Source: an optimization exercise on an open RTL-to-GDS flow (aim: small area, a short achievable clock period and few clock cycles). Production flows keep margins and buffers that such runs may drop.
Where RTL was checked, it was by simulation tests only, not by an equivalence proof against the original.
Only the layout flow was run in runs 1 to 3; the RTL was not checked for function there.
Power figures rest on the tool's default switching activity, not on a simulated workload.

==> design/flow/design.v <==
module mest_pro_ctrlr(
    input  clk,
    input  i_reset_n,
    input  i_start,
    input  i_redirect,
    input  i_halt,
    output o_start,
    output reg o_run,
    output reg o_issue,
    output reg o_all_done
);
reg  halted;
wire start = i_start & ~o_run & ~halted & ~o_all_done;
assign o_start = start;
always @(posedge clk or negedge i_reset_n)
begin
    if (~i_reset_n) begin
        o_run      <= 1'b0;
        o_issue    <= 1'b0;
        halted     <= 1'b0;
        o_all_done <= 1'b0;
    end else begin
        o_run      <= start | (o_run & ~i_halt);
        o_issue    <= start | (o_run & ~i_halt & ~i_redirect);
        halted     <= i_halt;
        o_all_done <= halted;
    end
end
endmodule
module mest_pro_fetch(
    input  clk,
    input  i_reset_n,
    input  i_run,
    input  i_start,
    input  i_halt,
    input  i_jmp,
    input  i_ret,
    input  [7:0] i_const_K,
    output [15:0] o_prog_counter
);
reg [15:0] pc;
reg [15:0] ret_pc;
wire [3:0]  g  = {&pc[11:8], &pc[7:4], &pc[3:0], 1'b1};
wire [3:0]  gc = {g[3] & g[2] & g[1], g[2] & g[1], g[1], 1'b1};
reg  [15:0] cy;
integer i;
always @(*)
begin
    for (i = 0; i < 4; i = i + 1) begin
        cy[4*i]   = gc[i];
        cy[4*i+1] = gc[i] & pc[4*i];
        cy[4*i+2] = gc[i] & pc[4*i] & pc[4*i+1];
        cy[4*i+3] = gc[i] & pc[4*i] & pc[4*i+1] & pc[4*i+2];
    end
end
wire [15:0] pc_inc = pc ^ cy;
always @(posedge clk or negedge i_reset_n)
begin
    if (~i_reset_n) begin
        pc     <= 16'd0;
        ret_pc <= 16'd0;
    end else begin
        if (i_jmp)
            ret_pc <= pc;
        if (~i_run)
            pc <= {15'd0, i_start};
        else if (i_jmp)
            pc <= {8'd0, i_const_K};
        else if (i_ret)
            pc <= ret_pc;
        else if (i_halt)
            pc <= 16'd0;
        else
            pc <= pc_inc;
    end
end
assign o_prog_counter = pc;
endmodule
module mest_pro_decode(
    input  clk,
    input  i_reset_n,
    input  i_issue,
    input  [27:0] i_instr,
    output reg o_valid,
    output reg o_s0,
    output reg o_cin,
    output reg [7:0] o_a,
    output reg [7:1] o_bm,
    output reg [8:0] o_y
);
wire [3:0] op = i_instr[27:24];
wire [7:0] a  = i_instr[15:8];
wire [7:0] b  = i_instr[7:0];
wire       mul = (op == 4'd2);
wire       shl = (op == 4'd6);
reg [7:0] x;
reg [8:0] y;
always @(*)
begin
    x = 8'd0;
    y = 9'd0;
    case (op)
    4'd0: begin x = a; y = {1'b0, b}; end
    4'd1: begin x = a; y = ~{1'b0, b}; end
    4'd2: x = a;
    4'd3: x = a & b;
    4'd4: x = a | b;
    4'd5: x = {1'b0, a[7:1]};
    4'd6: x = a;
    4'd7: begin x = ~a; y = {1'b1, 8'd0}; end
    default: ;
    endcase
end
always @(posedge clk or negedge i_reset_n)
begin
    if (~i_reset_n)
        o_valid <= 1'b0;
    else
        o_valid <= i_issue;
end
always @(posedge clk)
begin
    o_s0  <= mul ? b[0] : ~shl;
    o_bm  <= mul ? b[7:1] : {6'd0, shl};
    o_cin <= (op == 4'd1);
    o_a   <= x;
    o_y   <= y;
end
endmodule
module mest_pro_exec(
    input  clk,
    input  i_reset_n,
    input  i_valid,
    input  i_s0,
    input  i_cin,
    input  [7:0] i_a,
    input  [7:1] i_bm,
    input  [8:0] i_y,
    output reg o_valid_result,
    output reg [7:0] o_result,
    output reg o_carry,
    output reg o_zero_flag
);
wire p_1 = i_y[0] ^ i_cin ^ (i_a[0] & i_s0);
wire p_2 = (i_y[0] & i_cin) | ((i_a[0] & i_s0) & (i_y[0] ^ i_cin));
wire p_3 = (i_a[1] & i_s0) ^ ((i_a[0] & i_bm[1]) | i_y[1]) ^ p_2;
wire p_4 = ((i_a[1] & i_s0) & ((i_a[0] & i_bm[1]) | i_y[1])) | (p_2 & ((i_a[1] & i_s0) ^ ((i_a[0] & i_bm[1]) | i_y[1])));
wire p_5 = (i_a[2] & i_s0) ^ (i_a[0] & i_bm[2]) ^ ((i_a[1] & i_bm[1]) | i_y[2]);
wire p_6 = ((i_a[2] & i_s0) & (i_a[0] & i_bm[2])) | (((i_a[1] & i_bm[1]) | i_y[2]) & ((i_a[2] & i_s0) ^ (i_a[0] & i_bm[2])));
wire p_7 = p_5 ^ p_4;
wire p_8 = p_5 & p_4;
wire p_9 = (i_a[3] & i_s0) ^ (i_a[1] & i_bm[2]) ^ (i_a[0] & i_bm[3]);
wire p_10 = ((i_a[3] & i_s0) & (i_a[1] & i_bm[2])) | ((i_a[0] & i_bm[3]) & ((i_a[3] & i_s0) ^ (i_a[1] & i_bm[2])));
wire p_11 = ((i_a[2] & i_bm[1]) | i_y[3]) ^ p_6 ^ p_9;
wire p_12 = (((i_a[2] & i_bm[1]) | i_y[3]) & p_6) | (p_9 & (((i_a[2] & i_bm[1]) | i_y[3]) ^ p_6));
wire p_13 = p_11 ^ p_8;
wire p_14 = p_11 & p_8;
wire p_15 = (i_a[4] & i_s0) ^ (i_a[2] & i_bm[2]) ^ (i_a[1] & i_bm[3]);
wire p_16 = ((i_a[4] & i_s0) & (i_a[2] & i_bm[2])) | ((i_a[1] & i_bm[3]) & ((i_a[4] & i_s0) ^ (i_a[2] & i_bm[2])));
wire p_17 = (i_a[5] & i_s0) ^ (i_a[3] & i_bm[2]);
wire p_18 = (i_a[5] & i_s0) & (i_a[3] & i_bm[2]);
wire p_19 = (i_a[6] & i_s0) ^ (i_a[4] & i_bm[2]) ^ (i_a[3] & i_bm[3]);
wire p_20 = ((i_a[6] & i_s0) & (i_a[4] & i_bm[2])) | ((i_a[3] & i_bm[3]) & ((i_a[6] & i_s0) ^ (i_a[4] & i_bm[2])));
wire p_21 = (i_a[7] & i_s0) ^ (i_a[5] & i_bm[2]) ^ (i_a[4] & i_bm[3]);
wire p_22 = ((i_a[7] & i_s0) & (i_a[5] & i_bm[2])) | ((i_a[4] & i_bm[3]) & ((i_a[7] & i_s0) ^ (i_a[5] & i_bm[2])));
wire p_23 = (i_a[3] & i_bm[4]) ^ (i_a[2] & i_bm[5]);
wire p_24 = (i_a[3] & i_bm[4]) & (i_a[2] & i_bm[5]);
wire p_25 = (i_a[0] & i_bm[4]) ^ ((i_a[3] & i_bm[1]) | i_y[4]) ^ p_10;
wire p_26 = ((i_a[0] & i_bm[4]) & ((i_a[3] & i_bm[1]) | i_y[4])) | (p_10 & ((i_a[0] & i_bm[4]) ^ ((i_a[3] & i_bm[1]) | i_y[4])));
wire p_27 = (i_a[2] & i_bm[3]) ^ (i_a[1] & i_bm[4]) ^ (i_a[0] & i_bm[5]);
wire p_28 = ((i_a[2] & i_bm[3]) & (i_a[1] & i_bm[4])) | ((i_a[0] & i_bm[5]) & ((i_a[2] & i_bm[3]) ^ (i_a[1] & i_bm[4])));
wire p_29 = ((i_a[4] & i_bm[1]) | i_y[5]) ^ p_17;
wire p_30 = ((i_a[4] & i_bm[1]) | i_y[5]) & p_17;
wire p_31 = (i_a[2] & i_bm[4]) ^ (i_a[1] & i_bm[5]) ^ (i_a[0] & i_bm[6]);
wire p_32 = ((i_a[2] & i_bm[4]) & (i_a[1] & i_bm[5])) | ((i_a[0] & i_bm[6]) & ((i_a[2] & i_bm[4]) ^ (i_a[1] & i_bm[5])));
wire p_33 = ((i_a[5] & i_bm[1]) | i_y[6]) ^ p_18 ^ p_19;
wire p_34 = (((i_a[5] & i_bm[1]) | i_y[6]) & p_18) | (p_19 & (((i_a[5] & i_bm[1]) | i_y[6]) ^ p_18));
wire p_35 = (i_a[1] & i_bm[6]) ^ (i_a[0] & i_bm[7]) ^ ((i_a[6] & i_bm[1]) | i_y[7]);
wire p_36 = ((i_a[1] & i_bm[6]) & (i_a[0] & i_bm[7])) | (((i_a[6] & i_bm[1]) | i_y[7]) & ((i_a[1] & i_bm[6]) ^ (i_a[0] & i_bm[7])));
wire p_37 = p_23 ^ p_20 ^ p_21;
wire p_38 = (p_23 & p_20) | (p_21 & (p_23 ^ p_20));
wire p_39 = p_15 ^ p_25;
wire p_40 = p_15 & p_25;
wire p_41 = p_16 ^ p_27 ^ p_29;
wire p_42 = (p_16 & p_27) | (p_29 & (p_16 ^ p_27));
wire p_43 = p_28 ^ p_31 ^ p_30;
wire p_44 = (p_28 & p_31) | (p_30 & (p_28 ^ p_31));
wire p_45 = p_32 ^ p_35 ^ p_34;
wire p_46 = (p_32 & p_35) | (p_34 & (p_32 ^ p_35));
wire p_47 = (i_a[6] & i_bm[2]) ^ (i_a[5] & i_bm[3]);
wire p_48 = (i_a[4] & i_bm[4]) ^ (i_a[3] & i_bm[5]);
wire p_49 = (i_a[2] & i_bm[6]) ^ (i_a[1] & i_bm[7]);
wire p_50 = ((i_a[7] & i_bm[1]) | i_y[8]) ^ p_24;
wire p_51 = p_47 ^ p_48;
wire p_52 = p_49 ^ p_22;
wire p_53 = p_50 ^ p_51;
wire p_54 = p_36 ^ p_52;
wire p_55 = p_53 ^ p_54;
wire p_56 = p_38 ^ p_55;
reg [17:0] q;
reg v1;
always @(posedge clk)
begin
    q[0] <= p_1;
    q[1] <= p_3;
    q[2] <= p_7;
    q[3] <= p_13;
    q[4] <= p_12;
    q[5] <= p_14;
    q[6] <= p_39;
    q[7] <= p_26;
    q[8] <= p_41;
    q[9] <= p_40;
    q[10] <= p_33;
    q[11] <= p_43;
    q[12] <= p_42;
    q[13] <= p_37;
    q[14] <= p_45;
    q[15] <= p_44;
    q[16] <= p_56;
    q[17] <= p_46;
end
wire s_1 = q[4] ^ q[5];
wire s_2 = q[4] & q[5];
wire s_3 = q[7] ^ q[8] ^ q[9];
wire s_4 = (q[7] & q[8]) | (q[9] & (q[7] ^ q[8]));
wire s_5 = q[10] ^ q[11] ^ q[12];
wire s_6 = (q[10] & q[11]) | (q[12] & (q[10] ^ q[11]));
wire s_7 = q[13] ^ q[14] ^ q[15];
wire s_8 = (q[13] & q[14]) | (q[15] & (q[13] ^ q[14]));
wire s_9 = q[16] ^ q[17];
wire s_10 = q[16] & q[17];
wire [4:0] fx, fy;
assign fx[0] = q[6];
assign fx[1] = s_3;
assign fx[2] = s_5;
assign fx[3] = s_7;
assign fx[4] = s_9;
assign fy[0] = s_1;
assign fy[1] = s_2;
assign fy[2] = s_4;
assign fy[3] = s_6;
assign fy[4] = s_8;
wire [4:0] ag = fx & fy;
wire [4:0] ap = fx ^ fy;
wire ag0_1 = ag[1] | (ap[1] & ag[0]);
wire ap0_1 = ap[1] & ap[0];
wire ag0_3 = ag[3] | (ap[3] & ag[2]);
wire ap0_3 = ap[3] & ap[2];
wire ag1_2 = ag[2] | (ap[2] & ag0_1);
wire ap1_2 = ap[2] & ap0_1;
wire ag1_3 = ag0_3 | (ap0_3 & ag0_1);
wire ap1_3 = ap0_3 & ap0_1;
wire ag2_4 = ag[4] | (ap[4] & ag1_3);
wire ap2_4 = ap[4] & ap1_3;
wire [4:0] rh = {ap[4] ^ ag1_3, ap[3] ^ ag1_2, ap[2] ^ ag0_1, ap[1] ^ ag[0], ap[0]};
wire       zh = ((fx ^ fy) == {fx[3:0] | fy[3:0], 1'b0});
wire [8:0] r = {rh, {q[3], q[2], q[1], q[0]}};
wire       zero = zh & ~(|{q[3], q[2], q[1], q[0]});
always @(posedge clk or negedge i_reset_n)
begin
    if (~i_reset_n) begin
        v1             <= 1'b0;
        o_valid_result <= 1'b0;
    end else begin
        v1             <= i_valid;
        o_valid_result <= v1;
    end
end
always @(posedge clk)
begin
    o_result    <= r[7:0];
    o_carry     <= r[8];
    o_zero_flag <= zero;
end
endmodule
module mest_pro#(
    parameter OP_CODE_SIZE     = 4,
    parameter INSTRUCTION_SIZE = OP_CODE_SIZE + 8 + 8 + 8,
    parameter ROM_DEPTH = 65536
)(
    input clk,
    input i_reset_n,
    input i_start,
    output [$clog2(ROM_DEPTH)-1  :0] o_prog_counter,
    input [INSTRUCTION_SIZE-1    :0] i_instruction,
    output [8-1 :0] o_result,
    output o_valid_result,
    output o_carry,
    output o_zero_flag,
    output o_all_done
);
wire       issue;       
wire       run;         
wire       start;
wire [3:0] op   = i_instruction[27:24];
wire       is_jmp  = issue & (op == 4'd8);
wire       is_ret  = issue & (op == 4'd9);
wire       is_halt = issue & (op == 4'd15);
wire       x_s0, x_cin;
wire [7:0] x_a;
wire [7:1] x_bm;
wire [8:0] x_y;
wire       x_valid;
mest_pro_ctrlr u_ctrlr(
    .clk        (clk),
    .i_reset_n  (i_reset_n),
    .i_start    (i_start),
    .i_redirect (is_jmp | is_ret),
    .i_halt     (is_halt),
    .o_start    (start),
    .o_run      (run),
    .o_issue    (issue),
    .o_all_done (o_all_done)
);
mest_pro_fetch u_fetch(
    .clk            (clk),
    .i_reset_n      (i_reset_n),
    .i_run          (run),
    .i_start        (start),
    .i_halt         (is_halt),
    .i_jmp          (is_jmp),
    .i_ret          (is_ret),
    .i_const_K      (i_instruction[23:16]),
    .o_prog_counter (o_prog_counter)
);
mest_pro_decode u_decode(
    .clk        (clk),
    .i_reset_n  (i_reset_n),
    .i_issue    (issue),
    .i_instr    (i_instruction),
    .o_valid    (x_valid),
    .o_s0       (x_s0),
    .o_cin      (x_cin),
    .o_a        (x_a),
    .o_bm       (x_bm),
    .o_y        (x_y)
);
mest_pro_exec u_exec(
    .clk            (clk),
    .i_reset_n      (i_reset_n),
    .i_valid        (x_valid),
    .i_s0           (x_s0),
    .i_cin          (x_cin),
    .i_a            (x_a),
    .i_bm           (x_bm),
    .i_y            (x_y),
    .o_valid_result (o_valid_result),
    .o_result       (o_result),
    .o_carry        (o_carry),
    .o_zero_flag    (o_zero_flag)
);
endmodule
==> design/flow/flow/run.sh <==
#!/bin/bash
# Layout: the standard synthesis, then the standard ORFS steps with plain
# buffers (not delay cells) on the ports and free resizing.
set -euo pipefail
bash standard.sh synth > synth.log 2>&1
bash standard.sh BUFFER_PORTS_ARGS="-buffer_cell sky130_fd_sc_hd__buf_1" MATCH_CELL_FOOTPRINT=0 CTS_ARGS="-sink_clustering_enable -repair_clock_nets -buf_list sky130_fd_sc_hd__clkbuf_8 -dont_use_dummy_load" finish > layout.log 2>&1
==> design/flow/standard.sh <==
#!/bin/bash
# synth_recipe.tcl (not shown) runs the flow's synth.tcl, then flattens the netlist and writes it again
# the make line also repeats each setting of config.mk as NAME=value (left out here)
make -C /OpenROAD-flow-scripts/flow DESIGN_CONFIG=/design/flow/config.mk WORK_HOME=/design/flow/orfs CLKGATE_MAP_FILE= SYNTH_SCRIPT=/design/flow/synth_recipe.tcl "${@:-finish}"
==> design/flow/config.mk <==
export PLATFORM = sky130hd
export DESIGN_NAME = mest_pro
export DESIGN_NICKNAME = mest_pro
export VERILOG_FILES = /design/flow/design.v
export SDC_FILE = /design/flow/constraint.sdc
export NUM_CORES = 4
export LEC_CHECK = 0
export ABC_AREA = 1
export CAP_MARGIN = 20
export CORE_MARGIN = 2
export CORE_UTILIZATION = 50
export CTS_BUF_LIST = sky130_fd_sc_hd__clkbuf_8
export SETUP_SLACK_MARGIN = 3.0
export SLEW_MARGIN = 20
==> design/flow/constraint.sdc <==
create_clock -name core_clock -period 5.0 [get_ports {clk}]
set_input_delay 1.0000 -clock core_clock [delete_from_list [all_inputs] [get_ports {clk}]]
set_output_delay 1.0000 -clock core_clock [all_outputs]
set_load 0.01 [all_outputs]
==> summary.txt, run 1 <==
status=timing/DRC/antenna clean; die height=99.8 µm; critical path cell sequence=nand2_1 -> inv_1 -> fa_1 -> fa_1 -> nand3b_1 -> nand2_1 -> nand2_1 -> nand2_1 -> nand2_1 -> inv_1 -> nor2_1; DR vias/cell=4.90; crit path to=u_exec.q[16]; Mean Syn Cell Area=8.60 µm²; critical path data arrival time=2.21 ns; CP Class=register to register; Critical Path RT=5.25 ns; core box area=8810 µm²; Worst Setup SP=u_decode.o_s0; CTS clk-pin slew, worst paths=0.08 ns; Seq/Total Area, Yosys=0.448; cells after synthesis=534; vias after detailed routing=3497; DRC violations left=0; clock skew=0.0325 ns; FP Rows=34; Critical R2R Capture=u_exec.q[16]; critical path's largest stage delay=0.50 ns; Total Routed Length=9220 µm; Fill cells=834; TritonRoute pass-1 iters=4; Worst Path Max Fanout=6; number of global-route vias before repair=3463; Hold Buf Count CTS=0; pwr dens=317 nW/µm²; total gr overflow=0; clk root buf=clkbuf_8; reg2reg path depth=11; Mapped Nets=613; worst-margin pin slew=0.960 ns; Final Wtd Congestion=0.874; Num CTS Buffers=9; die area=9970 µm²; MaxCap Viol Count=0; unrepaired setup endpoints after global routing=yes; HPWL reported at the end of detailed placement=6720 µm; crit-path most repeated cell=nand2_1; IO Port Bufs=58; Top-Level Pins=59; GR Util All Layers=0.197; fmax=510 MHz; Final #Nets=687; Crit Reg-Reg Startpoint=u_decode.o_s0; slowest CP cell=fa_1; CTS Buffer Depth=2; Mapped Area=4590 µm²; first-pass GRT wire length=15600 µm; antenna cells=0; most common cell after layout, fill and taps aside=nand2_1; ANT nets after route=0; final setup vio count=0; Synth cell types=38; P&R area growth vs syn=14.2%; Worst Setup Start Kind=register; clk latency of the worst-skew pair=0.36 ns; First DRT Iteration DRCs=144; Final Slew Violations=0; largest net degree at the start of global routing=40; Initial Util=0.522; fin crit period=1.96 ns; flop-to-flop setup slack=3.04 ns; crit share post-route=0.392; Pleak=2.72 nW; final hold viol count=0; drt wl/cell=12.9 µm; commonest cells after routing, fill and taps aside=nand2_1 (148), inv_1 (87), buf_1 (53), dfxtp_1 (44), dfrtp_1 (39); Sink Count=93; H-tree depth=3; Min Hold Slack=0.353 ns; fin util=0.596; synthesis warning total=4; Worst VDD drop=0.188 mV; Rel. slew slack=0.360; initial antenna violation count=0; Yosys reg bits=93; Die W=99.8 µm; CTS tree=built; Setup crit end kind=register; total power=1.66 mW; setup TNS=0 ns; Min-Delay Path Class=register to register; share of layout cells above drive strength 1=0.122
==> critical path: cells and delay by family (launching register included) <==
kind	cells	cell delay [ns]
flops	1	0.37
fa+ha+maj	2	0.88
buf+inv	2	0.09
simple gates	7	0.52
==> how the worst min path moves through the flow <==
stage	start	endpoint	slack, ns	cells past startpoint
after global placement	u_exec.q[1]	u_exec.o_result[1]	0.34	0
after CTS	u_exec.q[1]	u_exec.o_result[1]	0.36	0
after global routing	u_exec.q[1]	u_exec.o_result[1]	0.36	0
after floorplan	u_exec.q[3]	u_exec.o_result[3]	0.33	0
after detailed placement	u_exec.v1	u_exec.o_valid_result	0.34	0
final	u_exec.q[1]	u_exec.o_result[1]	0.35	0
==> power breakdown <==
group          switching (mW)  leakage (nW)  internal (mW)
combinational           0.218          1.70          0.131
clock                   0.216        0.0647          0.162
sequential             0.0780         0.963          0.856
==> cell usage after synthesis (all sizes together) <==
library cell | n | area [µm²]
a21o | 3 | 22.5
a21oi | 11 | 55.1
a22o | 1 | 8.76
a22oi | 4 | 30.0
buf | 7 | 53.8
clkbuf | 3 | 11.3
clkinv | 1 | 3.75
dfrtp | 39 | 976
dfxtp | 54 | 1080
fa | 22 | 440
ha | 26 | 325
inv | 96 | 360
nand2 | 156 | 593
nand3 | 13 | 70.1
nand3b | 1 | 7.51
nand4 | 2 | 12.5
nor2 | 32 | 133
nor3 | 4 | 36.3
nor4 | 1 | 6.26
o2111ai | 2 | 17.5
o211ai | 1 | 7.51
o21ai | 30 | 150
o21bai | 1 | 7.51
o22ai | 12 | 81.3
o31ai | 2 | 15.0
o32ai | 1 | 8.76
xnor2 | 7 | 61.3
xor2 | 2 | 17.5
==> per-stage QoR <==
stage | instance area (µm²) | worst slack, ns | cells
CTS | 5050 | 2.96 | 702
finish | 5250 | 3.04 | 714
floorplan | 4600 | 3.01 | 534
global route | 5250 | 2.90 | 714
detailed placement | 4880 | 2.56 | 690
global placement | 4880 | 2.69 | 690
==> cell families after synthesis <==
group                    after synthesis  synth area share
flip-flops                            93             0.448
XOR/XNOR                               9            0.0172
buffers and inverters                107            0.0934
adder cells (fa/ha/maj)               48             0.167
AO/OA/AOI/OAI                         68            0.0880
AND/OR/NAND/NOR                      209             0.187
==> flip-flops by register name, indices dropped and copies added (netlist names), 7 cells and up <==
name / cells
u_fetch.ret_pc: 16
u_decode.o_bm: 7
u_exec.o_result: 8
u_fetch.pc: 16
u_exec.q: 18
u_decode.o_y: 9
u_decode.o_a: 8
==> final cells by class <==
class	instances	area (µm²)	share of cell area
Inverter	97	364	0.0694
Clock buffer	9	124	0.0236
Timing Repair Buffer	72	342	0.0651
Multi-Input combinational cell	335	2200	0.419
Sequential cell	93	2080	0.397
Tap cell	108	135	0.0258
==> per-layer routing <==
metal / track usage / vias to the layer above / share of wire
li1: - / 1796 / -
met5: 0 / - / 0
met3: 0.0327 / 9 / 0.043
met1: 0.281 / 1619 / 0.51
met2: 0.312 / 73 / 0.44
met4: 0.0622 / 0 / 0.010
==> timing repair <==
action,CTS,global route
buffers inserted,3,11
pin swaps,2,10
endpoints found under the setup margin,8,44
gates resized for setup,10,36
cloned,0,1
==> run 2: changes to the inputs <==
--- a/design/flow/config.mk
+++ b/design/flow/config.mk
@@ -10,5 +10,5 @@
 export CORE_MARGIN = 2
 export CORE_UTILIZATION = 50
 export CTS_BUF_LIST = sky130_fd_sc_hd__clkbuf_8
-export SETUP_SLACK_MARGIN = 3.0
+export SETUP_SLACK_MARGIN = 2.9
 export SLEW_MARGIN = 20
==> summary.txt, run 2 <==
initial antenna violation count=0 (unchanged); Yosys reg bits=93 (unchanged); worst-margin pin slew=0.879 ns (-0.0806 ns); die area=9970 µm² (unchanged); max reg flops=18 (unchanged); Critical Path RT=5.20 ns (-0.05 ns); largest net degree at the start of global routing=40 (unchanged); Min-Delay Path Class=register to register; Num CTS Buffers=9 (unchanged); fin crit period=2.03 ns (+0.0735 ns); Sink Count=93 (unchanged); DRC violations left=0 (unchanged); First DRT Iteration DRCs=173 (+20%); EDFF count, synth=0 (unchanged); MaxCap Viol Count=0 (unchanged); CTS Buffer Depth=2 (unchanged); first-pass GRT wire length=15400 µm (-1.3%); crit share post-route=0.407 (+0.0147); Biggest register=u_exec.q; Final Slew Violations=0 (unchanged); Synth top area share=0.235 (unchanged); Setup crit end kind=register; GR Util All Layers=0.195 (-0.00256); pwr dens=325 nW/µm² (+2.7%); setup TNS=0 ns (unchanged); Rel. slew slack=0.414 (+0.0537); TritonRoute pass-1 iters=4 (unchanged); most common cell after layout, fill and taps aside=nand2_1; placed cell count=690 (unchanged); Mapped Area=4590 µm² (unchanged); Initial Util=0.522 (unchanged); clock skew=0.0256 ns (-0.00691 ns); status=timing/DRC/antenna clean; Hold Buf Count CTS=0 (unchanged); Top-Level Pins=59 (unchanged); Synth cell types=38 (unchanged); Worst Path Max Fanout=19 (+13); CP Class=input pin to register; Total Routed Length=9160 µm (-0.64%); final hold viol count=0 (unchanged); Seq/Total Area, Yosys=0.448 (unchanged); cells after synthesis=534 (unchanged); fin util=0.573 (-0.0227); fraction of registers with async set or reset after synthesis=0.419 (unchanged); Non-Filler Instances=701 (-1.8%); core box area=8810 µm² (unchanged); Yosys top cell by area=dfxtp_1; P&R area growth vs syn=9.83%; antenna cells=0 (unchanged); Min Hold Slack=0.347 ns (-0.00590 ns); Final #Nets=674 (-1.9%); CTS tree=built; Fill cells=823 (-1.3%); Pleak=2.64 nW (-3.0%); drt wl/cell=13.1 µm (+1.2%); synth top area cells=dfxtp_1 (24%), dfrtp_1 (21%), nand2_1 (13%); Synth Flop Type=dfxtp_1; total gr overflow=0 (unchanged); synthesis warning total=4 (unchanged); Final Wtd Congestion=0.882 (+0.93%); Worst Setup Start Kind=input pin; final setup vio count=0 (unchanged); critical path data arrival time=2.24 ns (+0.03 ns); number of global-route vias before repair=3397 (-1.9%); clk latency of the worst-skew pair=0.36 ns (about the same); Largest regs=u_exec.q (18), u_fetch.pc (16), u_fetch.ret_pc (16); FP Rows=34 (unchanged); unrepaired setup endpoints after global routing=yes; share of layout cells above drive strength 1=0.0556 (-0.0665); H-tree depth=3 (unchanged); HPWL reported at the end of detailed placement=6670 µm (-0.74%); IO Port Bufs=58 (unchanged); Worst VDD drop=0.140 mV (-26%); Die W=99.8 µm (unchanged); DR vias/cell=4.92 (+0.51%); ANT nets after route=0 (unchanged); most common cell in the netlist=nand2_1; CTS clk-pin slew, worst paths=0.07 ns (about the same); die height=99.8 µm (unchanged); clk root buf=clkbuf_8; commonest cells after routing, fill and taps aside=nand2_1 (151), inv_1 (92), buf_1 (57), dfxtp_1 (50), dfrtp_1 (39); vias after detailed routing=3451 (-1.3%); Mean Syn Cell Area=8.60 µm² (unchanged); fmax=492 MHz (-3.6%); Mapped Nets=613 (unchanged); synth cell count leaders=nand2_1 (153), inv_1 (94), dfxtp_1 (54), dfrtp_1 (39), nor2_1 (29)
==> run 2: cell counts after synthesis <==
Identical to the previous run, type by type.
==> run 2: cell families after synthesis <==
family,count (synthesis),share of synthesized area
xor gates and xnor gates,9,0.0172
and+or+nand+nor,209,0.187
buffers and inverters,107,0.0934
DFF,93,0.448
adders and majority gates,48,0.167
AOI/OAI and AO/OA,68,0.0880
==> run 2: worst max-delay path, cell delays in order <==
cell and delay, ns:
buf_1 0.17, nor2_1 0.23, nand3_1 0.25, nor2_4 0.44, o21ai_0 0.14
==> run 2: layer usage <==
| metal | GRT usage | vias up | share of wire |
|---|---|---|---|
| met5 | 0 | - | 0 |
| met4 | 0.0590 | 0 | 0.010 |
| met3 | 0.0369 | 8 | 0.046 |
| met2 | 0.305 | 86 | 0.44 |
| met1 | 0.277 | 1587 | 0.51 |
| li1 | - | 1770 | - |
==> run 2: final cells by class <==
| class | instances | area (µm²) | area share |
|---|---|---|---|
| Sequential cell | 93 | 2060 | 0.409 |
| Tap cell | 108 | 135 | 0.0268 |
| Multi-Input combinational cell | 335 | 2130 | 0.423 |
| Inverter | 97 | 364 | 0.0722 |
| Clock buffer | 9 | 124 | 0.0246 |
| Timing Repair Buffer | 59 | 226 | 0.0449 |
==> run 2: metrics by stage <==
| stage | area [µm²] | worst slack [ns] | power [mW] |
|---|---|---|---|
| detailed placement | 4880 | 2.62 | 1.27 |
| finish | 5040 | 2.97 | 1.64 |
| global placement | 4880 | 2.69 | 1.26 |
| global route | 5040 | 2.82 | 1.75 |
| floorplan | 4590 | 2.97 | 1.15 |
| CTS | 5010 | 2.91 | 1.65 |
==> run 2: timing repair <==
item                                   CTS  global route
gates resized for setup                  0            11
endpoints found under the hold margin    0             0
setup buffers                            0             1
setup endpoints to repair                0             9
==> run 2: where the power goes <==
group	switching (mW)	internal, mW
Combinational	0.208	0.115
Clock	0.221	0.162
Sequential	0.0794	0.857
==> run 2: final timing paths <==
check / startpoint / end / slack [ns] / depth (start not counted)
max in group asynchronous: i_reset_n / u_ctrlr.o_issue / 3.66 / 1
max reg2reg: u_decode.o_s0 / u_exec.q[14] / 2.97 / 7
min reg2reg: u_exec.q[2] / u_exec.o_result[2] / 0.35 / 0
min: u_exec.q[2] / u_exec.o_result[2] / 0.35 / 0
max: i_instruction[25] / u_fetch.ret_pc[11] / 2.97 / 5
min in group asynchronous: i_reset_n / u_fetch.pc[8] / 0.75 / 1
==> run 3: changes to the inputs <==
--- a/design/flow/config.mk
+++ b/design/flow/config.mk
@@ -8,7 +8,7 @@
 export ABC_AREA = 1
 export CAP_MARGIN = 20
 export CORE_MARGIN = 2
-export CORE_UTILIZATION = 50
+export CORE_UTILIZATION = 45
 export CTS_BUF_LIST = sky130_fd_sc_hd__clkbuf_8
-export SETUP_SLACK_MARGIN = 2.9
+export SETUP_SLACK_MARGIN = 2.97
 export SLEW_MARGIN = 20
==> summary.txt, run 3 <==
status=timing/DRC/antenna clean; HPWL reported at the end of detailed placement=6680 µm (+0.10%); fin crit period=1.95 ns (-0.0832 ns); pwr dens=319 nW/µm² (-1.9%); CTS tree=built; setup TNS=0 ns (unchanged); Internal=1.14 mW (+0.71%); first-pass GRT wire length=15900 µm (+2.9%); IO Port Bufs=58 (unchanged); Critical Path RT=5.21 ns (about the same); Crit Reg-Reg Startpoint=u_decode.o_s0; cell area after layout=5170 µm² (+2.5%); die area=11000 µm² (+11%); Min Hold Slack=0.354 ns (+0.00684 ns); Min-Delay Path Class=register to register; Comb power frac=0.204 (+0.008); cells after synthesis=534 (unchanged); Seq/Total Area, Yosys=0.448 (unchanged); delay-heaviest family, CP=adder cells; final setup vio count=0 (unchanged); reg2reg path depth=7 (unchanged); crit share post-route=0.390 (-0.0166); most common cell in the netlist=nand2_1; Top-Level Pins=59 (unchanged); Final #Nets=679 (+0.74%); synth top area cells=dfxtp_1 (24%), dfrtp_1 (21%), nand2_1 (13%); hold depth=0 (unchanged); Mapped Area=4590 µm² (unchanged); Synth top area share=0.235 (unchanged); TritonRoute pass-1 iters=5 (+1); Biggest register=u_exec.q; max reg flops=18 (unchanged); commonest cells after routing, fill and taps aside=nand2_1 (151), inv_1 (89), buf_1 (53), dfxtp_1 (45), dfrtp_1 (39); Mean Syn Cell Area=8.60 µm² (unchanged); Worst Hold End=u_exec.o_result[1]; P&R area growth vs syn=12.6%; Worst Path Buf+Inv=3 (+2); fmax=513 MHz (+4.3%); die height=105 µm (+5.2%); share of layout cells above drive strength 1=0.0920 (+0.0363); worst-margin pin slew=0.864 ns (-0.0157 ns); Placed Instance Area=4910 µm² (+0.64%); CTS clk-pin slew, worst paths=0.08 ns (about the same); Worst Setup Start Kind=register; Sequential Power Share=0.567 (-0.004); CTS Buffer Depth=2 (unchanged); critical path data arrival time=2.16 ns (-0.08 ns); Synth Flop Type=dfxtp_1; CP Class=register to register; MaxCap Viol Count=0 (unchanged); Yosys top cell by area=dfxtp_1; Final Wtd Congestion=0.842 (-4.6%); final hold viol count=0 (unchanged); fraction of registers with async set or reset after synthesis=0.419 (unchanged); Critical R2R Capture=u_exec.q[14]; Synth cell types=38 (unchanged); EDFF count, synth=0 (unchanged); slowest CP cell=fa_1; Num CTS Buffers=9 (unchanged); Largest regs=u_exec.q (18), u_fetch.pc (16), u_fetch.ret_pc (16); Total Routed Length=9120 µm (-0.47%); clock skew=0.0247 ns (-0.000870 ns); drt wl/cell=12.5 µm (-4.6%); number of global-route vias before repair=3542 (+4.3%); synthesis warning total=4 (unchanged); fin util=0.527 (-0.0464); antenna cells=0 (unchanged); Sw Ratio=0.308 (-0.00137); clk latency of the worst-skew pair=0.34 ns (-0.02 ns); Mapped Nets=613 (unchanged); GR Util All Layers=0.177 (-0.0176); total gr overflow=0 (unchanged); pre-CTS setup slack=2.59 ns (-0.0296 ns); FP Rows=36 (+5.9%); flop-to-flop setup slack=3.05 ns (+0.08 ns); core box area=9820 µm² (+12%); DRC violations left=0 (unchanged); Pleak=2.68 nW (+1.4%); Die W=105 µm (+5.2%); Final Slew Violations=0 (unchanged); Hold Startpoint=u_exec.q[1]; Sink Count=93 (unchanged); Setup crit end kind=register; First DRT Iteration DRCs=140 (-19%); DR vias/cell=4.74 (-3.8%); initial antenna violation count=0 (unchanged); Initial Util=0.468 (-0.0538); net switching power=508 µW (about the same); fin worst setup slack=3.05 ns (+0.0832 ns); largest net degree at the start of global routing=40 (unchanged); clock power share=0.229 (-0.004); Rel. slew slack=0.424 (+0.0104); Worst VDD drop=0.181 mV (+29%); ANT nets after route=0 (unchanged); Yosys reg bits=93 (unchanged); most common cell after layout, fill and taps aside=nand2_1; unrepaired setup endpoints after global routing=yes; critical path cell sequence=nand2_1 -> inv_1 -> fa_1 -> inv_1 -> fa_2 -> inv_2 -> fa_1; clk root buf=clkbuf_8; synth cell count leaders=nand2_1 (153), inv_1 (94), dfxtp_1 (54), dfrtp_1 (39), nor2_1 (29); critical path's largest stage delay=0.52 ns (+0.08 ns); Worst Path Max Fanout=8 (-11); H-tree depth=3 (unchanged); vias after detailed routing=3462 (+0.32%)
## run 3: cell types whose count changed in the layout (fill, tap and decap cells not counted), moves of 2 or more
cell	delta
dfxtp_1	-5
buf_1	-4
buf_4	+4
clkbuf_2	+4
dfxtp_4	+3
fa_1	-3
fa_2	+3
inv_1	-3
inv_2	+3
dfxtp_2	+2
## run 3: cell families after synthesis
group           synth area share
compound gates            0.0880
xor+xnor                  0.0172
fa+ha+maj                  0.167
buf+inv                   0.0934
flops                      0.448
simple gates               0.187
## run 3: repair_timing
item,in CTS,in global routing
gates resized for setup,6,27
pin swaps,0,9
buffers inserted,0,6
gates cloned,0,1
setup endpoints to repair,5,32
hold buffers,0,0
## run 3: worst max-delay path by stage
stage	startpoint	to	slack [ns]	cells past startpoint
3_3_place_gp	i_instruction[24]	u_decode.o_a[1]	2.69	6
3_5_place_dp	i_instruction[27]	u_fetch.pc[7]	2.59	8
2_1_floorplan	u_decode.o_s0	u_exec.q[14]	2.99	8
6_report	u_decode.o_s0	u_exec.q[14]	3.05	7
5_1_grt	i_instruction[25]	u_fetch.pc[8]	2.92	7
4_1_cts	i_instruction[27]	u_fetch.pc[7]	2.94	8
## run 3: cell type report
type	instances	area (µm²)
fillers	990	4650
multi-input cells	335	2160
flip-flops and latches	93	2080
inverters	97	364
repair buffers	64	282
well taps	133	166
clock buffers	9	124
## run 3: power groups by stage
stage | clock network, mW | registers, mW | logic, mW
after global routing | 0.422 | 0.951 | 0.393
after global placement | 0 | 0.949 | 0.310
after CTS | 0.392 | 0.936 | 0.323
final | 0.377 | 0.935 | 0.336
after floorplan | 0 | 0.938 | 0.214
after detailed placement | 0 | 0.950 | 0.319
## run 3: layer usage
metal,wire length (µm),part of all wire,track usage,vias to the layer above
met2,4060,0.44,0.276,95
li1,-,-,-,1780
met1,4430,0.49,0.245,1573
met3,462,0.051,0.0324,14
met5,0,0,0,-
met4,170,0.019,0.0705,0
## run 3: through the flow
step	total power, mW	cells
finish	1.65	731
global route	1.77	731
CTS	1.65	724
detailed placement	1.27	715
global placement	1.26	715
floorplan	1.15	534
==> run 4: changes to the inputs <==
--- a/design/flow/design.v
+++ b/design/flow/design.v
@@ -54,6 +54,7 @@
     end
 end
 wire [15:0] pc_inc = pc ^ cy;
+wire [15:0] pc_seq = i_run ? pc_inc : {15'd0, i_start};
 always @(posedge clk or negedge i_reset_n)
 begin
     if (~i_reset_n) begin
@@ -62,16 +63,14 @@
     end else begin
         if (i_jmp)
             ret_pc <= pc;
-        if (~i_run)
-            pc <= {15'd0, i_start};
-        else if (i_jmp)
+        if (i_jmp)
             pc <= {8'd0, i_const_K};
         else if (i_ret)
             pc <= ret_pc;
         else if (i_halt)
             pc <= 16'd0;
         else
-            pc <= pc_inc;
+            pc <= pc_seq;
     end
 end
 assign o_prog_counter = pc;
==> summary.txt, run 4 <==
Worst Path Max Fanout=7 (-1); Critical R2R Capture=u_exec.q[16]; CP Class=register to register; First DRT Iteration DRCs=113 (-19%); ANT nets after route=0 (unchanged); critical path's largest stage delay=0.50 ns (-0.02 ns); core box area=9770 µm² (-0.46%); H-tree depth=3 (unchanged); CTS Buffer Depth=2 (unchanged); EDFF count, synth=0 (unchanged); Worst VDD drop=0.146 mV (-19%); critical path cell sequence=nand2_1 -> inv_1 -> fa_1 -> fa_1 -> nand3b_1 -> nand2_1 -> nand2_1 -> nand2_1 -> nand2_1 -> inv_1 -> nor2_1; met2 GRT Util=0.261 (-0.0150); pwr dens=315 nW/µm² (-1.2%); vias after detailed routing=3320 (-4.1%); synth top area cells=dfxtp_1 (24%), dfrtp_1 (21%), nand2_1 (12%); first-pass GRT wire length=14500 µm (-8.3%); largest net degree at the start of global routing=40 (unchanged); Synth Flop Type=dfxtp_1; final setup vio count=0 (unchanged); worst-margin pin slew=0.844 ns (-0.0203 ns); Setup crit end kind=register; Mapped Area=4550 µm² (-0.95%); Rel. slew slack=0.438 (+0.0135); most common cell after layout, fill and taps aside=nand2_1; Fill cells=943 (-4.7%); clk latency of the worst-skew pair=0.34 ns (about the same); Total Routed Length=8430 µm (-7.5%); Final #Nets=652 (-4.0%); Mean Syn Cell Area=8.90 µm² (+3.5%); Min-Delay Path Class=register to register; Hold Buf Count CTS=0 (unchanged); P&R area growth vs syn=11.1%; die height=105 µm (-0.46%); status=timing/DRC/antenna clean; Worst Hold End=u_exec.v1; DRC violations left=0 (unchanged); GR peak layer=met2; FF/Latch Area=2070 µm² (-0.30%); total gr overflow=0 (unchanged); Yosys top cell by area=dfxtp_1; fraction of registers with async set or reset after synthesis=0.419 (unchanged); MaxCap Viol Count=0 (unchanged); Yosys reg bits=93 (unchanged); Pleak=2.59 nW (-3.4%); HPWL reported at the end of detailed placement=6270 µm (-6.2%); clock skew=0.0208 ns (-0.00391 ns); setup TNS=0 ns (unchanged); max reg flops=18 (unchanged); synth cell count leaders=nand2_1 (148), inv_1 (88), dfxtp_1 (54), dfrtp_1 (39), ha_1 (26); fin crit period=1.98 ns (+0.0338 ns); crit-path most repeated cell=nand2_1; Mapped Nets=590 (-3.8%); Multi-input gate area=2090 µm² (-3.0%); slowest CP cell=fa_1; Hold Startpoint=u_decode.o_valid; synthesis warning total=4 (unchanged); Worst Setup Start Kind=register; fmax=504 MHz (-1.7%); FP Rows=36 (unchanged); unrepaired setup endpoints after global routing=yes; antenna cells=0 (unchanged); crit share post-route=0.397 (+0.00676); CTS clk-pin slew, worst paths=0.08 ns (about the same); TritonRoute pass-1 iters=4 (-1); Seq/Total Area, Yosys=0.452 (+0.00431); Synth cell types=38 (unchanged); hold depth=0 (unchanged); die area=10900 µm² (-0.92%); cells after synthesis=511 (-4.3%); Critical Path RT=5.24 ns (+0.03 ns); Sink Count=93 (unchanged); Synth top area share=0.238 (+0.00227); total power=1.59 mW (-3.4%); Top-Level Pins=59 (unchanged); critical path data arrival time=2.22 ns (+0.06 ns); Crit Reg-Reg Startpoint=u_decode.o_s0; routing usage on met1=0.225 (-0.0196); Largest regs=u_exec.q (18), u_fetch.pc (16), u_fetch.ret_pc (16); met3 usage=0.0256 (-0.00686); final hold viol count=0 (unchanged); clk root buf=clkbuf_8; most common cell in the netlist=nand2_1; Biggest register=u_exec.q; commonest cells after routing, fill and taps aside=nand2_1 (148), inv_1 (86), buf_1 (57), dfxtp_1 (46), dfrtp_1 (39); DR vias/cell=4.72 (-0.42%); Initial Util=0.465 (-0.00232); flop-to-flop setup slack=3.02 ns (-0.03 ns); Num CTS Buffers=9 (unchanged); share of layout cells above drive strength 1=0.0806 (-0.0114); number of global-route vias before repair=3256 (-8.1%); Final Slew Violations=0 (unchanged); Final Wtd Congestion=0.904 (+7.5%); Die W=105 µm (-0.46%); GR Util All Layers=0.165 (-0.0127); reg2reg path depth=11 (+4); IO Port Bufs=58 (unchanged); initial antenna violation count=0 (unchanged); CTS tree=built; drt wl/cell=12.0 µm (-4.0%)
run 4: cell types whose count changed in the layout (fill, tap and decap cells not counted), moves of 4 or more:
cell	change
a22oi_1	-4
nor2_1	-11
o21ai_0	-6
buf_1	+4
o22ai_1	+5
clkbuf_2	-4
o221ai_1	+5
run 4: logic make-up (layout without fill, tap and decap cells):
family,Yosys count,after routing,synth area share
buf+inv,104,164,0.0954
xor+xnor,9,9,0.0173
fa+ha+maj,48,48,0.168
compound gates,65,65,0.0880
flops,93,93,0.452
simple gates,192,192,0.179
run 4: how the worst max path moves through the flow:
| stage | cells after the start | slack, ns | start | endpoint |
|---|---|---|---|---|
| 2_1_floorplan | 8 | 2.99 | u_decode.o_s0 | u_exec.q[14] |
| 3_3_place_gp | 6 | 2.80 | i_instruction[25] | u_fetch.pc[4] |
| 3_5_place_dp | 7 | 2.75 | i_instruction[25] | u_fetch.pc[7] |
| 4_1_cts | 11 | 2.92 | u_decode.o_bm[2] | u_exec.q[16] |
| 5_1_grt | 11 | 2.90 | u_decode.o_s0 | u_exec.q[16] |
| 6_report | 11 | 3.02 | u_decode.o_s0 | u_exec.q[16] |
run 4: through the flow:
stage | worst slack [ns] | area (µm²) | util | hold WS [ns] | instances
5_1_grt | 2.90 | 5050 | 0.517 | 0.362 | 704
4_1_cts | 2.92 | 4990 | 0.511 | 0.353 | 701
3_3_place_gp | 2.80 | 4860 | 0.497 | 0.333 | 692
3_5_place_dp | 2.75 | 4860 | 0.497 | 0.335 | 692
6_report | 3.02 | 5050 | 0.517 | 0.351 | 704
2_1_floorplan | 2.99 | 4550 | - | 0.331 | 511
run 4: critical path, delay by kind of cell, from the launching register on:
family,cells,cell delay [ns]
adders and majority gates,2,0.89
DFF,1,0.37
and+or+nand+nor,7,0.54
buffers and inverters,2,0.10
run 4: cell type report:
| cell class | instances | area share |
|---|---|---|
| Multi-Input combinational cell | 314 | 0.414 |
| Sequential cell | 93 | 0.409 |
| Inverter | 94 | 0.0710 |
| Timing Repair Buffer | 61 | 0.0478 |
| Tap cell | 133 | 0.0329 |
| Clock buffer | 9 | 0.0245 |
run 4: power breakdown:
group / leakage (nW) / switching [mW] / internal [mW]
registers: 0.963 / 0.0630 / 0.844
clock network: 0.0647 / 0.213 / 0.162
logic: 1.56 / 0.190 / 0.122
total: 2.59 / 0.467 / 1.13
run 4: routing by layer:
metal	vias up	share of wire
met4	0	0.017
met3	10	0.043
met5	-	0
met1	1522	0.49
met2	84	0.45
li1	1704	-
run 4: timing repair:
item	CTS	global route
setup endpoints to repair	4	15
gates resized for setup	3	16
gates cloned	0	0
hold endpoints to repair	0	0
buffers inserted	0	3
pin swaps	0	1
Testbench counts of run 4, summed over its fixed seeds: cycles 7,274.
==> run 5: changes to the inputs <==
--- a/design/flow/config.mk
+++ b/design/flow/config.mk
@@ -8,7 +8,7 @@
 export ABC_AREA = 1
 export CAP_MARGIN = 20
 export CORE_MARGIN = 2
-export CORE_UTILIZATION = 45
+export CORE_UTILIZATION = 60
 export CTS_BUF_LIST = sky130_fd_sc_hd__clkbuf_8
 export SETUP_SLACK_MARGIN = 2.97
 export SLEW_MARGIN = 20
==> summary.txt, run 5 <==
Total Routed Length=8400 µm (-0.33%); total gr overflow=0 (unchanged); CP Class=register to register; EDFF count, synth=0 (unchanged); clk root buf=clkbuf_8; flop-to-flop setup slack=3.02 ns (about the same); Hold Startpoint=u_exec.q[0]; crit-path most repeated cell=fa_1; status=timing/DRC/antenna clean; Final Slew Violations=0 (unchanged); HPWL reported at the end of detailed placement=6230 µm (-0.51%); Sink Count=93 (unchanged); unrepaired setup endpoints after global routing=yes; FP Rows=31 (-14%); H-tree depth=3 (unchanged); critical path cell sequence=buf_4 -> nand2_1 -> inv_1 -> fa_1 -> fa_1 -> ha_1; commonest cells after routing, fill and taps aside=nand2_1 (148), inv_1 (86), buf_1 (57), dfxtp_1 (44), dfrtp_1 (39); Top-Level Pins=59 (unchanged); Synth top area share=0.238 (unchanged); share of layout cells above drive strength 1=0.0807 (+0.000141); Setup crit end kind=register; First DRT Iteration DRCs=105 (-7.1%); Yosys reg bits=93 (unchanged); fraction of registers with async set or reset after synthesis=0.419 (unchanged); DR vias/cell=5.02 (+6.5%); Worst Path Buf+Inv=2 (unchanged); Crit Reg-Reg Startpoint=u_decode.o_s0; clock skew=0.0288 ns (+0.00800 ns); vias after detailed routing=3360 (+1.2%); core box area=7290 µm² (-25%); Yosys top cell by area=dfxtp_1; Worst Path Max Fanout=5 (-2); drt wl/cell=12.6 µm (+4.9%); crit share post-route=0.396 (-0.00105); Num CTS Buffers=9 (unchanged); Mean Syn Cell Area=8.90 µm² (unchanged); fin worst setup slack=3.02 ns (+0.00523 ns); critical path's largest stage delay=0.55 ns (+0.05 ns); GR Util All Layers=0.221 (+0.0563); worst-margin pin slew=0.449 ns (-0.394 ns); Worst VDD drop=0.212 mV (+45%); Seq/Total Area, Yosys=0.452 (unchanged); clk latency of the worst-skew pair=0.34 ns (about the same); CTS tree=built; cells after synthesis=511 (unchanged); Pleak=2.59 nW (about the same); delay-heaviest family, CP=adder cells; pwr dens=316 nW/µm² (+0.37%); IO Port Bufs=58 (unchanged); initial antenna violation count=0 (unchanged); Final #Nets=651 (-0.15%); Synth cell types=38 (unchanged); TritonRoute pass-1 iters=4 (unchanged); max reg flops=18 (unchanged); setup TNS=0 ns (unchanged); Worst Setup Start Kind=register; Initial Util=0.624 (+0.158); synth top area cells=dfxtp_1 (24%), dfrtp_1 (21%), nand2_1 (12%); die height=91.1 µm (-13%); MaxCap Viol Count=0 (unchanged); slowest CP cell=fa_1; ANT nets after route=0 (unchanged); Final Wtd Congestion=0.845 (-6.6%); Biggest register=u_exec.q; DRC violations left=0 (unchanged); final hold viol count=0 (unchanged); reg2reg path depth=6 (-5); Fill cells=642 (-32%); Placed Instance Area=4820 µm² (-0.88%); fmax=505 MHz (+0.26%); synthesis warning total=4 (unchanged); most common cell after layout, fill and taps aside=nand2_1; antenna cells=0 (unchanged); die area=8290 µm² (-24%); Largest regs=u_exec.q (18), u_fetch.pc (16), u_fetch.ret_pc (16); pre-CTS setup slack=2.74 ns (-0.0120 ns); Mapped Nets=590 (unchanged); Critical Path RT=5.21 ns (-0.03 ns); Mapped Area=4550 µm² (unchanged); Die W=91.1 µm (-13%); critical path data arrival time=2.19 ns (-0.03 ns); final setup vio count=0 (unchanged); Worst Hold End=u_exec.o_result[0]; Hold Buf Count CTS=0 (unchanged); CTS Buffer Depth=2 (unchanged); Synth Flop Type=dfxtp_1; Rel. slew slack=0.698 (+0.261); number of global-route vias before repair=3311 (+1.7%); Critical R2R Capture=u_exec.q[3]; first-pass GRT wire length=14700 µm (+1.3%); P&R area growth vs syn=10.1%; hold depth=0 (unchanged); synth cell count leaders=nand2_1 (148), inv_1 (88), dfxtp_1 (54), dfrtp_1 (39), ha_1 (26); largest net degree at the start of global routing=40 (unchanged); Min Hold Slack=0.358 ns (+0.00699 ns); fin crit period=1.98 ns (-0.00523 ns); Min-Delay Path Class=register to register; CTS clk-pin slew, worst paths=0.07 ns (about the same); most common cell in the netlist=nand2_1; fin util=0.687 (+0.170); cell area after layout=5010 µm² (-0.87%)
run 5: cells by family after synthesis:
group,after synthesis,synth area share
buf+inv,104,0.0954
flops,93,0.452
xor+xnor,9,0.0173
simple gates,192,0.179
compound gates,65,0.0880
fa+ha+maj,48,0.168
run 5: worst max-delay path by stage:
stage                            from         endpoint  slack [ns]  cells past startpoint
floorplan               u_decode.o_s0     u_exec.q[14]        2.99                      8
finish                  u_decode.o_s0      u_exec.q[3]        3.02                      6
global route          u_decode.o_a[5]     u_exec.q[16]        2.89                     10
CTS                     u_decode.o_s0     u_exec.q[14]        2.97                      7
detailed placement  i_instruction[24]  u_decode.o_a[4]        2.74                      6
global placement    i_instruction[24]  u_decode.o_a[0]        2.79                      6
run 5: per-layer routing:
metal  vias up  wire length (µm)  track usage
li1       1704                 -            -
met5         -                 0            0
met1      1587              4020        0.301
met4         0                77       0.0644
met3         7               297       0.0340
met2        62              4010        0.368
run 5: stage by stage:
step / total power, mW / cells
floorplan: 1.13 / 511
global placement: 1.21 / 658
detailed placement: 1.22 / 658
CTS: 1.60 / 667
global route: 1.69 / 669
finish: 1.59 / 669
run 5: final cells by class:
type	count	area, µm²	area share
flip-flops and latches	93	2070	0.414
inverters	94	359	0.0717
multi-input cells	314	2080	0.416
clock buffers	9	124	0.0247
repair buffers	60	246	0.0492
well taps	99	124	0.0247
run 5: timing repair:
item / in CTS / in global routing
buffers inserted: 0 / 1
resized for setup: 3 / 18
pin swaps: 0 / 2
setup endpoints to repair: 3 / 16
run 5: power breakdown:
group / internal (mW) / switching, mW
clock: 0.162 / 0.214
sequential: 0.844 / 0.0617
combinational: 0.115 / 0.189
total: 1.12 / 0.465
run 5: worst reg2reg max path, cell delays in order (launching register included):
cell and delay [ns]:
dfxtp_4 0.36, buf_4 0.15, nand2_1 0.05, inv_1 0.05, fa_1 0.55, fa_1 0.42
ha_1 0.30
==> run 6: changes to the inputs <==
--- a/design/flow/config.mk
+++ b/design/flow/config.mk
@@ -10,5 +10,5 @@
 export CORE_MARGIN = 2
 export CORE_UTILIZATION = 60
 export CTS_BUF_LIST = sky130_fd_sc_hd__clkbuf_8
-export SETUP_SLACK_MARGIN = 2.97
+export SETUP_SLACK_MARGIN = 3.0
 export SLEW_MARGIN = 20
==> summary.txt, run 6 <==
synth cell count leaders=nand2_1 (148), inv_1 (88), dfxtp_1 (54), dfrtp_1 (39), ha_1 (26); Num CTS Buffers=9 (unchanged); Min Hold Slack=0.351 ns (-0.00682 ns); fin worst setup slack=3.04 ns (+0.0159 ns); synthesis warning total=4 (unchanged); cells after synthesis=511 (unchanged); total power=1.59 mW (+0.19%); Initial Util=0.624 (unchanged); Rel. slew slack=0.430 (-0.268); synth top area cells=dfxtp_1 (24%), dfrtp_1 (21%), nand2_1 (12%); cell area after layout=5030 µm² (+0.45%); Mean Syn Cell Area=8.90 µm² (unchanged); First DRT Iteration DRCs=130 (+24%); P&R area growth vs syn=10.6%; TritonRoute pass-1 iters=4 (unchanged); Top-Level Pins=59 (unchanged); Mapped Area=4550 µm² (unchanged); fin util=0.690 (+0.00309); delay-heaviest family, CP=adder cells; Worst Setup Start Kind=register; Yosys reg bits=93 (unchanged); final hold viol count=0 (unchanged); CTS clk-pin slew, worst paths=0.08 ns (about the same); Setup crit end kind=register; share of layout cells above drive strength 1=0.0858 (+0.00511); CTS tree=built; DR vias/cell=4.96 (-1.3%); critical path cell sequence=nand2_1 -> inv_1 -> fa_1 -> fa_1 -> nand3b_1 -> nand3_1 -> nand2_1 -> nand2_1 -> inv_1 -> nor2_1; initial antenna violation count=0 (unchanged); clk root buf=clkbuf_8; status=timing/DRC/antenna clean; antenna cells=0 (unchanged); Yosys top cell by area=dfxtp_1; Synth top area share=0.238 (unchanged); fmax=509 MHz (+0.81%); fin crit period=1.96 ns (-0.0159 ns); Final Wtd Congestion=0.853 (+0.99%); total gr overflow=0 (unchanged); Synth cell types=38 (unchanged); Synth Flop Type=dfxtp_1; Hold Buf Count CTS=0 (unchanged); Worst Path Max Fanout=4 (-1); Multi-input gate area=2090 µm² (+0.48%); critical path's largest stage delay=0.48 ns (-0.07 ns); Largest regs=u_exec.q (18), u_fetch.pc (16), u_fetch.ret_pc (16); IO Port Bufs=58 (unchanged); FF/Latch Area=2080 µm² (+0.24%); crit-path most repeated cell=nand2_1; clk latency of the worst-skew pair=0.35 ns (about the same); MaxCap Viol Count=0 (unchanged); Worst VDD drop=0.223 mV (+5.1%); fraction of registers with async set or reset after synthesis=0.419 (unchanged); Pleak=2.60 nW (+0.53%); Total Routed Length=8430 µm (+0.30%); Non-Filler Instances=670 (+0.15%); GR Util All Layers=0.224 (+0.00300); Fill cells=637 (-0.78%); core box area=7290 µm² (unchanged); critical path data arrival time=2.23 ns (+0.04 ns); CP Class=register to register; HPWL reported at the end of detailed placement=6300 µm (+1.1%); vias after detailed routing=3321 (-1.2%); max reg flops=18 (unchanged); Seq/Total Area, Yosys=0.452 (unchanged); die height=91.1 µm (unchanged); Sink Count=93 (unchanged); Final Slew Violations=0 (unchanged); slowest CP cell=fa_1; Placed Instance Area=4820 µm² (unchanged); pwr dens=316 nW/µm² (-0.26%); H-tree depth=3 (unchanged); Biggest register=u_exec.q; Min-Delay Path Class=register to register; FP Rows=31 (unchanged); Critical Path RT=5.26 ns (+0.05 ns); EDFF count, synth=0 (unchanged); largest net degree at the start of global routing=40 (unchanged); commonest cells after routing, fill and taps aside=nand2_1 (148), inv_1 (86), buf_1 (57), dfxtp_1 (44), dfrtp_1 (39); worst-margin pin slew=0.855 ns (+0.406 ns); setup TNS=0 ns (unchanged); most common cell in the netlist=nand2_1; Final #Nets=652 (+0.15%); clock skew=0.0310 ns (+0.00218 ns); ANT nets after route=0 (unchanged); DRC violations left=0 (unchanged); Mapped Nets=590 (unchanged); drt wl/cell=12.6 µm (+0.15%); final setup vio count=0 (unchanged); pre-CTS setup slack=2.73 ns (-0.0142 ns); unrepaired setup endpoints after global routing=yes; die area=8290 µm² (unchanged); Worst Path Buf+Inv=2 (unchanged); number of global-route vias before repair=3348 (+1.1%); crit share post-route=0.393 (-0.00318); most common cell after layout, fill and taps aside=nand2_1; Die W=91.1 µm (unchanged); CTS Buffer Depth=2 (unchanged); placed cell count=658 (unchanged); first-pass GRT wire length=14900 µm (+1.5%)
[run 6: worst reg2reg max path: stages (launching register included)]
cell and delay [ns]:
dfxtp_4 0.36, nand2_1 0.06, inv_1 0.05, fa_1 0.48, fa_1 0.38, nand3b_1 0.19
nand3_1 0.10, nand2_1 0.07, nand2_1 0.06, inv_1 0.03, nor2_1 0.13
[run 6: cell families (layout without fill, tap and decap cells)]
| group | Yosys count | in the layout | share of synthesized area |
|---|---|---|---|
| fa+ha+maj | 48 | 48 | 0.168 |
| buf+inv | 104 | 164 | 0.0954 |
| xor+xnor | 9 | 9 | 0.0173 |
| compound gates | 65 | 65 | 0.0880 |
| simple gates | 192 | 192 | 0.179 |
| flops | 93 | 93 | 0.452 |
[run 6: final timing paths]
path	endpoint	from	depth (start not counted)	slack (ns)
setup / recovery	u_exec.q[16]	u_decode.o_s0	10	3.04
hold / removal	u_exec.o_result[0]	u_exec.q[0]	0	0.35
setup reg to reg	u_exec.q[16]	u_decode.o_s0	10	3.04
hold reg to reg	u_exec.o_result[0]	u_exec.q[0]	0	0.35
max in group asynchronous	u_fetch.ret_pc[7]	i_reset_n	1	3.67
min in group asynchronous	u_fetch.pc[4]	i_reset_n	1	0.76
[run 6: final cells by class]
type	count	area share
Multi-Input combinational cell	314	0.416
Sequential cell	93	0.413
Inverter	94	0.0713
Timing Repair Buffer	61	0.0505
Clock buffer	9	0.0246
Tap cell	99	0.0246
[run 6: what timing repair did]
| action | in CTS | in global routing |
|---|---|---|
| resized for setup | 11 | 14 |
| setup buffers | 1 | 2 |
| pin swaps | 0 | 5 |
| endpoints found under the setup margin | 5 | 14 |
[run 6: routing by layer]
layer | track usage | vias up | routed length (µm)
met4 | 0.0758 | 0 | 130
met3 | 0.0340 | 9 | 329
met5 | 0 | - | 0
met2 | 0.366 | 66 | 3980
li1 | - | 1703 | -
met1 | 0.307 | 1543 | 3990
[run 6: report_power, final]
| group | total, mW | internal [mW] | switching (mW) |
|---|---|---|---|
| sequential | 0.905 | 0.844 | 0.0614 |
| combinational | 0.313 | 0.120 | 0.193 |
| clock | 0.371 | 0.161 | 0.209 |
==> run 7: changes to the inputs <==
--- a/design/flow/config.mk
+++ b/design/flow/config.mk
@@ -10,5 +10,5 @@
 export CORE_MARGIN = 2
 export CORE_UTILIZATION = 60
 export CTS_BUF_LIST = sky130_fd_sc_hd__clkbuf_8
-export SETUP_SLACK_MARGIN = 3.0
+export SETUP_SLACK_MARGIN = 2.95
 export SLEW_MARGIN = 20
==> summary.txt, run 7 <==
status=timing/DRC/antenna clean; Rel. slew slack=0.443 (+0.0131); Seq/Total Area, Yosys=0.452 (unchanged); largest net degree at the start of global routing=40 (unchanged); FP Rows=31 (unchanged); Setup crit end kind=register; final setup vio count=0 (unchanged); Non-Filler Instances=668 (-0.30%); Yosys reg bits=93 (unchanged); share of layout cells above drive strength 1=0.0808 (-0.00497); core box area=7290 µm² (unchanged); Total Routed Length=8540 µm (+1.3%); fmax=506 MHz (-0.60%); EDFF count, synth=0 (unchanged); initial antenna violation count=0 (unchanged); worst-margin pin slew=0.836 ns (-0.0197 ns); Largest regs=u_exec.q (18), u_fetch.pc (16), u_fetch.ret_pc (16); reg2reg path depth=7 (-3); Multi-input gate area=2090 µm² (-0.24%); unrepaired setup endpoints after global routing=yes; Top-Level Pins=59 (unchanged); FF/Latch Area=2070 µm² (-0.24%); Initial Util=0.624 (unchanged); HPWL reported at the end of detailed placement=6370 µm (+1.1%); Worst Path Max Fanout=2 (-2); placed cell count=658 (unchanged); clk latency of the worst-skew pair=0.35 ns (about the same); drt wl/cell=12.8 µm (+1.6%); Critical Path RT=5.29 ns (+0.03 ns); Synth Flop Type=dfxtp_1; clock skew=0.0262 ns (-0.00472 ns); pwr dens=317 nW/µm² (+0.58%); fin crit period=1.98 ns (+0.0119 ns); final hold viol count=0 (unchanged); clk root buf=clkbuf_8; commonest cells after routing, fill and taps aside=nand2_1 (148), inv_1 (86), buf_1 (57), dfxtp_1 (44), dfrtp_1 (39); Worst Setup Start Kind=register; Mapped Nets=590 (unchanged); critical path's largest stage delay=0.57 ns (+0.09 ns); Fill cells=655 (+2.8%); First DRT Iteration DRCs=163 (+25%); cells after synthesis=511 (unchanged); Yosys top cell by area=dfxtp_1; critical path cell sequence=inv_1 -> fa_1 -> inv_2 -> fa_2 -> inv_2 -> fa_1 -> inv_1; synthesis warning total=4 (unchanged); die area=8290 µm² (unchanged); Biggest register=u_exec.q; synth cell count leaders=nand2_1 (148), inv_1 (88), dfxtp_1 (54), dfrtp_1 (39), ha_1 (26); max reg flops=18 (unchanged); hold depth=0 (unchanged); total gr overflow=0 (unchanged); critical path data arrival time=2.26 ns (+0.03 ns); H-tree depth=3 (unchanged); antenna cells=0 (unchanged); fin util=0.685 (-0.00515); Sink Count=93 (unchanged); CTS tree=built; MaxCap Viol Count=0 (unchanged); Mean Syn Cell Area=8.90 µm² (unchanged); most common cell after layout, fill and taps aside=nand2_1; most common cell in the netlist=nand2_1; CTS Buffer Depth=2 (unchanged); DRC violations left=0 (unchanged); Final Wtd Congestion=0.845 (-1.0%); CTS clk-pin slew, worst paths=0.09 ns (about the same); die height=91.1 µm (unchanged); Synth cell types=38 (unchanged); DR vias/cell=5.08 (+2.5%); slowest CP cell=fa_1; Worst VDD drop=0.290 mV (+30%); GR Util All Layers=0.229 (+0.00473); fraction of registers with async set or reset after synthesis=0.419 (unchanged); first-pass GRT wire length=15100 µm (+0.78%); synth top area cells=dfxtp_1 (24%), dfrtp_1 (21%), nand2_1 (12%); Num CTS Buffers=9 (unchanged); Final #Nets=650 (-0.31%); Min-Delay Path Class=register to register; number of global-route vias before repair=3287 (-1.8%); Pleak=2.58 nW (-0.69%); setup TNS=0 ns (unchanged); CP Class=register to register; Mapped Area=4550 µm² (unchanged); vias after detailed routing=3395 (+2.2%); crit share post-route=0.395 (+0.00238); ANT nets after route=0 (unchanged); P&R area growth vs syn=9.82%; IO Port Bufs=58 (unchanged); Final Slew Violations=0 (unchanged); TritonRoute pass-1 iters=5 (+1); Die W=91.1 µm (unchanged); Synth top area share=0.238 (unchanged)
run 7: final cells by class:
| type | count | area share |
|---|---|---|
| Clock buffer | 9 | 0.0248 |
| Inverter | 94 | 0.0719 |
| Multi-Input combinational cell | 314 | 0.418 |
| Sequential cell | 93 | 0.415 |
| Tap cell | 99 | 0.0248 |
| Timing Repair Buffer | 59 | 0.0453 |
run 7: worst paths after layout:
kind / startpoint / end / slack [ns]
setup / recovery: u_exec.q[9] / u_exec.o_result[6] / 3.02
min in group asynchronous: i_reset_n / u_fetch.pc[12] / 0.75
max in group asynchronous: i_reset_n / u_fetch.pc[5] / 3.70
hold / removal: u_exec.q[0] / u_exec.o_result[0] / 0.34
setup reg to reg: u_exec.q[9] / u_exec.o_result[6] / 3.02
hold reg to reg: u_exec.q[0] / u_exec.o_result[0] / 0.34
run 7: kinds of logic (layout without fill, tap and decap cells):
group	after synthesis	count (layout)	synth area share
buffers and inverters	104	162	0.0954
adders and majority gates	48	48	0.168
AOI/OAI and AO/OA	65	65	0.0880
and+or+nand+nor	192	192	0.179
xor gates and xnor gates	9	9	0.0173
DFF	93	93	0.452
run 7: metrics by stage:
step / hold slack [ns] / cell area (µm²) / total power, mW / setup slack [ns]
2_1_floorplan: 0.331 / 4550 / 1.13 / 2.97
3_3_place_gp: 0.338 / 4820 / 1.21 / 2.78
3_5_place_dp: 0.338 / 4820 / 1.22 / 2.68
4_1_cts: 0.354 / 4960 / 1.59 / 2.95
5_1_grt: 0.355 / 5000 / 1.69 / 2.94
6_report: 0.343 / 5000 / 1.59 / 3.02
run 7: routing by layer:
metal | routed length (µm) | up-vias | global-route usage
met5 | 0 | - | 0
met3 | 373 | 14 | 0.0556
met1 | 3980 | 1604 | 0.311
met2 | 4050 | 72 | 0.372
li1 | - | 1705 | -
met4 | 131 | 0 | 0.0543
run 7: what timing repair did:
item,4_1_cts,5_1_grt
buffers inserted,1,0
setup endpoints to repair,3,11
hold buffers,0,0
gates resized for setup,5,18
pin swaps,0,1
run 7: power by group:
group          internal [mW]  switching [mW]
clock                  0.161           0.214
sequential             0.844          0.0614
combinational          0.114           0.191
total                   1.12           0.467
run 7: critical path: cells and delay by family (launching register included):
family | cells | cell delay, ns
DFF | 1 | 0.31
buffers and inverters | 4 | 0.25
adders and majority gates | 3 | 1.37

[afterwards: timing with drivers on the ports]
The results above use ideal ports. As a check the final layouts listed here were re-extracted and re-timed, cells and wires unchanged.
Step 1 assumes that a clkbuf_16 drives the clock port and a buf_2 every other input.
Step 2, shift: input delay + t, output delay - t, t = (earliest + latest rising clock arrival at the registers) / 2. This alone moves slack from input paths to output paths.
a / b / c = no drivers / after step 1 / after step 2; a / b = the first two.
| run | t, ns | slack for setup (ns) | cell pins on the clock port's net |
|---|---|---|---|
| run 1 | 0.373 | 3.040 / 3.024 / 2.710 | 1 |
| run 2 | 0.369 | 2.966 / 2.972 / 2.607 | 1 |
| run 3 | 0.360 | 3.049 / 3.045 / 2.698 | 1 |
| run 4 | 0.363 | 3.015 / 3.015 / 2.758 | 1 |
| run 5 | 0.364 | 3.021 / 3.018 / 2.694 | 1 |
| run 6 | 0.366 | 3.037 / 3.033 / 2.733 | 1 |
| run 7 | 0.368 | 3.025 / 3.024 / 2.722 | 1 |
After both steps every run listed still meets setup and hold. The setup slack of run 2, which loses most, moves by +0.006 ns with the drivers and by -0.359 ns with both steps.
